What follows belongs to an exercise in optimizing a design on an open flow for small area; a production flow would make more cautious choices. Function was checked by simulation only, so behaviour that the tests miss may differ from the original. Power is estimated from default activity; no workload was simulated.

red:
==> flow/design.v (excerpt) <==
module handshake (
  input  wire         source_wr_en,
  input  wire         source_rd_en,
  input  wire         terminal_wr_en,
  input  wire         terminal_rd_en,
  input  wire  [31:0] wr_data,
  input  wire         rstn,
  input  wire         clk,
  output reg  [31:0]  rd_data,
  output wire         source_fifo_full,
  output wire         source_fifo_empty,
  output wire         terminal_fifo_full,
  output wire         terminal_fifo_empty
  );
For scale: roughly 5400 cells after synthesis, about 74 I/O pins, about 0.070 mm2 of cells after synthesis.
clock: 6.0 ns
lec_check: 0
cap_margin: 20
core_margin: 2
core_utilization: 65
slew_margin: 20
standard.sh (not shown) runs the stock make flow with config.mk's settings and CLKGATE_MAP_FILE= SYNTH_SCRIPT=/design/flow/synth_recipe.tcl, a recipe that flattens the netlist after the stock synthesis.
==> flow/flow/run.sh <==
#!/bin/bash
# Own layout flow: the standard flow (standard.sh), changed in these ways:
#  - the read multiplexer (module rdmux) and the row selects (module rowdec)
#    are synthesized from gate-level versions that flow/gen_rdmux.py and
#    flow/gen_rowdec.py write; the rest of design.v is synthesized as
#    standard.sh does;
#  - synthesis maps with flow/abc_speed.script, which leaves out ABC's fanout
#    buffering and gate sizing (OpenROAD repairs slew and load later); the
#    flip-flop mapping and all other synthesis steps are unchanged;
#  - its flip-flops are then renamed to the standard synthesis's names
#    (flow/regnames.py), matched by the register each one drives;
#  - ports are buffered with buf_1;
#  - CTS uses clkbuf_8 in clusters of up to 20 sinks, without dummy loads;
# Each tool's output goes to a log file in the work folder (flow_*.log) and
# ORFS's own logs under orfs/logs/.
set -euo pipefail
W=$PWD
python3 "$W/flow/gen_rdmux.py" "$W/rdmux_cells.v" > "$W/flow_gen.log" 2>&1
python3 "$W/flow/gen_rowdec.py" "$W/rowdec_cells.v" >> "$W/flow_gen.log" 2>&1
python3 - "$W/design.v" "$W/design_own.v" "$W/rdmux_cells.v" "$W/rowdec_cells.v" <<'PY' >> "$W/flow_gen.log" 2>&1
import re, sys
d = open(sys.argv[1]).read()
for f in sys.argv[3:]:
    cells = open(f).read()
    name = re.search(r'^module (\w+)', cells, re.M).group(1)
    m = re.search(r'^module ' + name + r'\b.*?^endmodule\b', d, re.S | re.M)
    assert m, 'module %s not found' % name
    d = d[:m.start()] + cells + d[m.end():]
    print('replaced', name)
open(sys.argv[2], 'w').write(d)
PY
rm -rf "$W/scripts_abc"
cp -r "$FLOW_HOME/scripts" "$W/scripts_abc"
cp "$W/flow/abc_speed.script" "$W/scripts_abc/abc_speed.script"
R=$W/orfs/results/sky130hd/handshake/base
# The standard synthesis, kept only for its flip-flop names.
bash standard.sh synth > "$W/flow_refsynth.log" 2>&1
cp "$R/1_2_yosys.v" "$W/ref_1_2_yosys.v"
rm -rf "$W/orfs"
OWN=("SCRIPTS_DIR=$W/scripts_abc" "VERILOG_FILES=$W/design_own.v")
bash standard.sh synth "${OWN[@]}" > "$W/flow_synth.log" 2>&1
# Name each flip-flop as the standard synthesis does, then rebuild 1_synth.odb.
python3 "$W/flow/regnames.py" "$W/ref_1_2_yosys.v" "$R/1_2_yosys.v" "$W/own_1_2_yosys.v" > "$W/flow_regnames.log" 2>&1
cp "$W/own_1_2_yosys.v" "$R/1_2_yosys.v"
rm -f "$R/1_synth.odb"
bash standard.sh synth "${OWN[@]}" >> "$W/flow_synth.log" 2>&1
bash standard.sh ${FLOW_TARGET:-finish} \
  "CTS_ARGS=-sink_clustering_enable -repair_clock_nets -dont_use_dummy_load -buf_list sky130_fd_sc_hd__clkbuf_8 -sink_clustering_size 20 -sink_clustering_max_diameter 50" \
  "BUFFER_PORTS_ARGS=-buffer_cell sky130_fd_sc_hd__buf_1" \
  > "$W/flow_layout.log" 2>&1
==> flow/flow/gen_rdmux.py <==
#!/usr/bin/env python3
# Writes flow/rdmux_cells.v: module rdmux (see rtl/handshake.v) for N = 63,
# built from sky130_fd_sc_hd cells: per bit 21 a222oi, then nand4/nand3/nand2,
# two nor3 and a final nand2.
import sys
N = 63
P = 'sky130_fd_sc_hd__'
o = []
o.append('// Generated by gen/gen_rdmux.py: gate-level rdmux for the own flow.')
o.append('module rdmux #(parameter N = 63) (')
o.append('  input  wire [N-1:0]    sel,')
o.append('  input  wire [32*N-1:0] d,')
o.append('  output wire [31:0]     y')
o.append('  );')
for b in range(32):
    o.append(f'  wire [20:0] g{b};')
    o.append(f'  wire [5:0] p{b};')
    o.append(f'  wire [1:0] n{b};')
    for g in range(21):
        e = [3*g, 3*g+1, 3*g+2]
        pins = []
        for pn, k in zip('ABC', e):
            pins.append(f'.{pn}1(sel[{k}]), .{pn}2(d[{32*k+b}])')
        o.append(f'  {P}a222oi_1 m{b}_{g} ({", ".join(pins)}, .Y(g{b}[{g}]));')
    groups = [(0,4),(4,8),(8,12),(12,16),(16,19),(19,21)]
    for j,(lo,hi) in enumerate(groups):
        n = hi-lo
        cell = {4:'nand4_1',3:'nand3_1',2:'nand2_1'}[n]
        pins = ', '.join(f'.{pn}(g{b}[{lo+i}])' for i,pn in enumerate('ABCD'[:n]))
        o.append(f'  {P}{cell} o{b}_{j} ({pins}, .Y(p{b}[{j}]));')
    o.append(f'  {P}nor3_1 r{b}_0 (.A(p{b}[0]), .B(p{b}[1]), .C(p{b}[2]), .Y(n{b}[0]));')
    o.append(f'  {P}nor3_1 r{b}_1 (.A(p{b}[3]), .B(p{b}[4]), .C(p{b}[5]), .Y(n{b}[1]));')
    o.append(f'  {P}nand2_1 f{b} (.A(n{b}[0]), .B(n{b}[1]), .Y(y[{b}]));')
o.append('endmodule')
open(sys.argv[1] if len(sys.argv) > 1 else 'flow/rdmux_cells.v','w').write('\n'.join(o)+'\n')
Other scripts of this flow, unchanged in this note and not shown: flow/flow/abc_speed.script, flow/flow/gen_rowdec.py, flow/flow/regnames.py
red ran to completion and came out clean on the timing, DRC and antenna checks.
Changes in blue relative to red:
--- a/flow/flow/run.sh
+++ b/flow/flow/run.sh
@@ -12,3 +12,3 @@
 #  - ports are buffered with buf_1;
-#  - CTS uses clkbuf_8 in clusters of up to 20 sinks, without dummy loads;
+#  - CTS uses clkbuf_8 in clusters of up to 18 sinks, without dummy loads;
 # Each tool's output goes to a log file in the work folder (flow_*.log) and
@@ -47,3 +47,3 @@
 bash standard.sh ${FLOW_TARGET:-finish} \
-  "CTS_ARGS=-sink_clustering_enable -repair_clock_nets -dont_use_dummy_load -buf_list sky130_fd_sc_hd__clkbuf_8 -sink_clustering_size 20 -sink_clustering_max_diameter 50" \
+  "CTS_ARGS=-sink_clustering_enable -repair_clock_nets -dont_use_dummy_load -buf_list sky130_fd_sc_hd__clkbuf_8 -sink_clustering_size 18 -sink_clustering_max_diameter 45" \
   "BUFFER_PORTS_ARGS=-buffer_cell sky130_fd_sc_hd__buf_1" \
==> flow/flow/gen_rdmux.py <==
#!/usr/bin/env python3
# Writes flow/rdmux_cells.v: module rdmux (see rtl/handshake.v) for N = 63,
# built from sky130_fd_sc_hd cells: per bit 21 a222oi, five nand4, a nor3,
# a nor2 and a final nand3.
import sys
N = 63
P = 'sky130_fd_sc_hd__'
o = []
o.append('// Generated by gen/gen_rdmux.py: gate-level rdmux for the own flow.')
o.append('module rdmux #(parameter N = 63) (')
o.append('  input  wire [N-1:0]    sel,')
o.append('  input  wire [32*N-1:0] d,')
o.append('  output wire [31:0]     y')
o.append('  );')
for b in range(32):
    o.append(f'  wire [20:0] g{b};')
    o.append(f'  wire [4:0] p{b};')
    o.append(f'  wire [1:0] n{b};')
    for g in range(21):
        e = [3*g, 3*g+1, 3*g+2]
        pins = []
        for pn, k in zip('ABC', e):
            pins.append(f'.{pn}1(sel[{k}]), .{pn}2(d[{32*k+b}])')
        o.append(f'  {P}a222oi_1 m{b}_{g} ({", ".join(pins)}, .Y(g{b}[{g}]));')
    for j in range(5):
        pins = ', '.join(f'.{pn}(g{b}[{4*j+i}])' for i, pn in enumerate('ABCD'))
        o.append(f'  {P}nand4_1 o{b}_{j} ({pins}, .Y(p{b}[{j}]));')
    o.append(f'  {P}nor3_1 r{b}_0 (.A(p{b}[0]), .B(p{b}[1]), .C(p{b}[2]), .Y(n{b}[0]));')
    o.append(f'  {P}nor2_1 r{b}_1 (.A(p{b}[3]), .B(p{b}[4]), .Y(n{b}[1]));')
    o.append(f'  {P}nand3_1 f{b} (.A(n{b}[0]), .B(n{b}[1]), .C(g{b}[20]), .Y(y[{b}]));')
o.append('endmodule')
open(sys.argv[1] if len(sys.argv) > 1 else 'flow/rdmux_cells.v','w').write('\n'.join(o)+'\n')
### Flow results
- In terms of total detailed-routing wirelength, red and blue differ only marginally.
- When blue is set beside red, its final-layout clock buffer total turns out to be 17% larger.
- Compared blue against red; cell count within noise.
- Final cell area: blue above red
- Reported for blue and red, number of cell instances on the worst register-to-register path turned out identical to the last digit.
- Post-synth net total of blue falls short of that of red slightly.
- Comparing register share of total power for blue and red, the smaller number came from blue.
- blue vs. red: switching component of the power grew by about 2%; combinational fraction of design power shrank by 0.3 points.
- Diff blue..red | global-route usage | negligible

==> what the ideal ports hide <==
In the flow no input, the clock included, has a driving cell. The finished layouts below were timed again as built, in two steps.
Step 1 sets driving cells, clkbuf_16 on the clock port and buf_2 on the other inputs (assumed; they add their load-dependent delay and slew).
Step 2, shift: input delay + t, output delay - t, t = (earliest + latest rising clock arrival at the registers) / 2. This alone moves slack from input paths to output paths.
Slacks: ideal / step 1 / step 2; pairs: ideal / step 1.
run	t (ns)	setup WS [ns]	worst setup path at the end	slew at the worst register clock pin (ns)
red	0.957	1.770 / 1.770 / 1.770	register to register	0.12 / 0.12
blue	0.966	1.886 / 1.886 / 1.886	register to register	0.11 / 0.11
After both steps setup and hold are still met in every run listed.
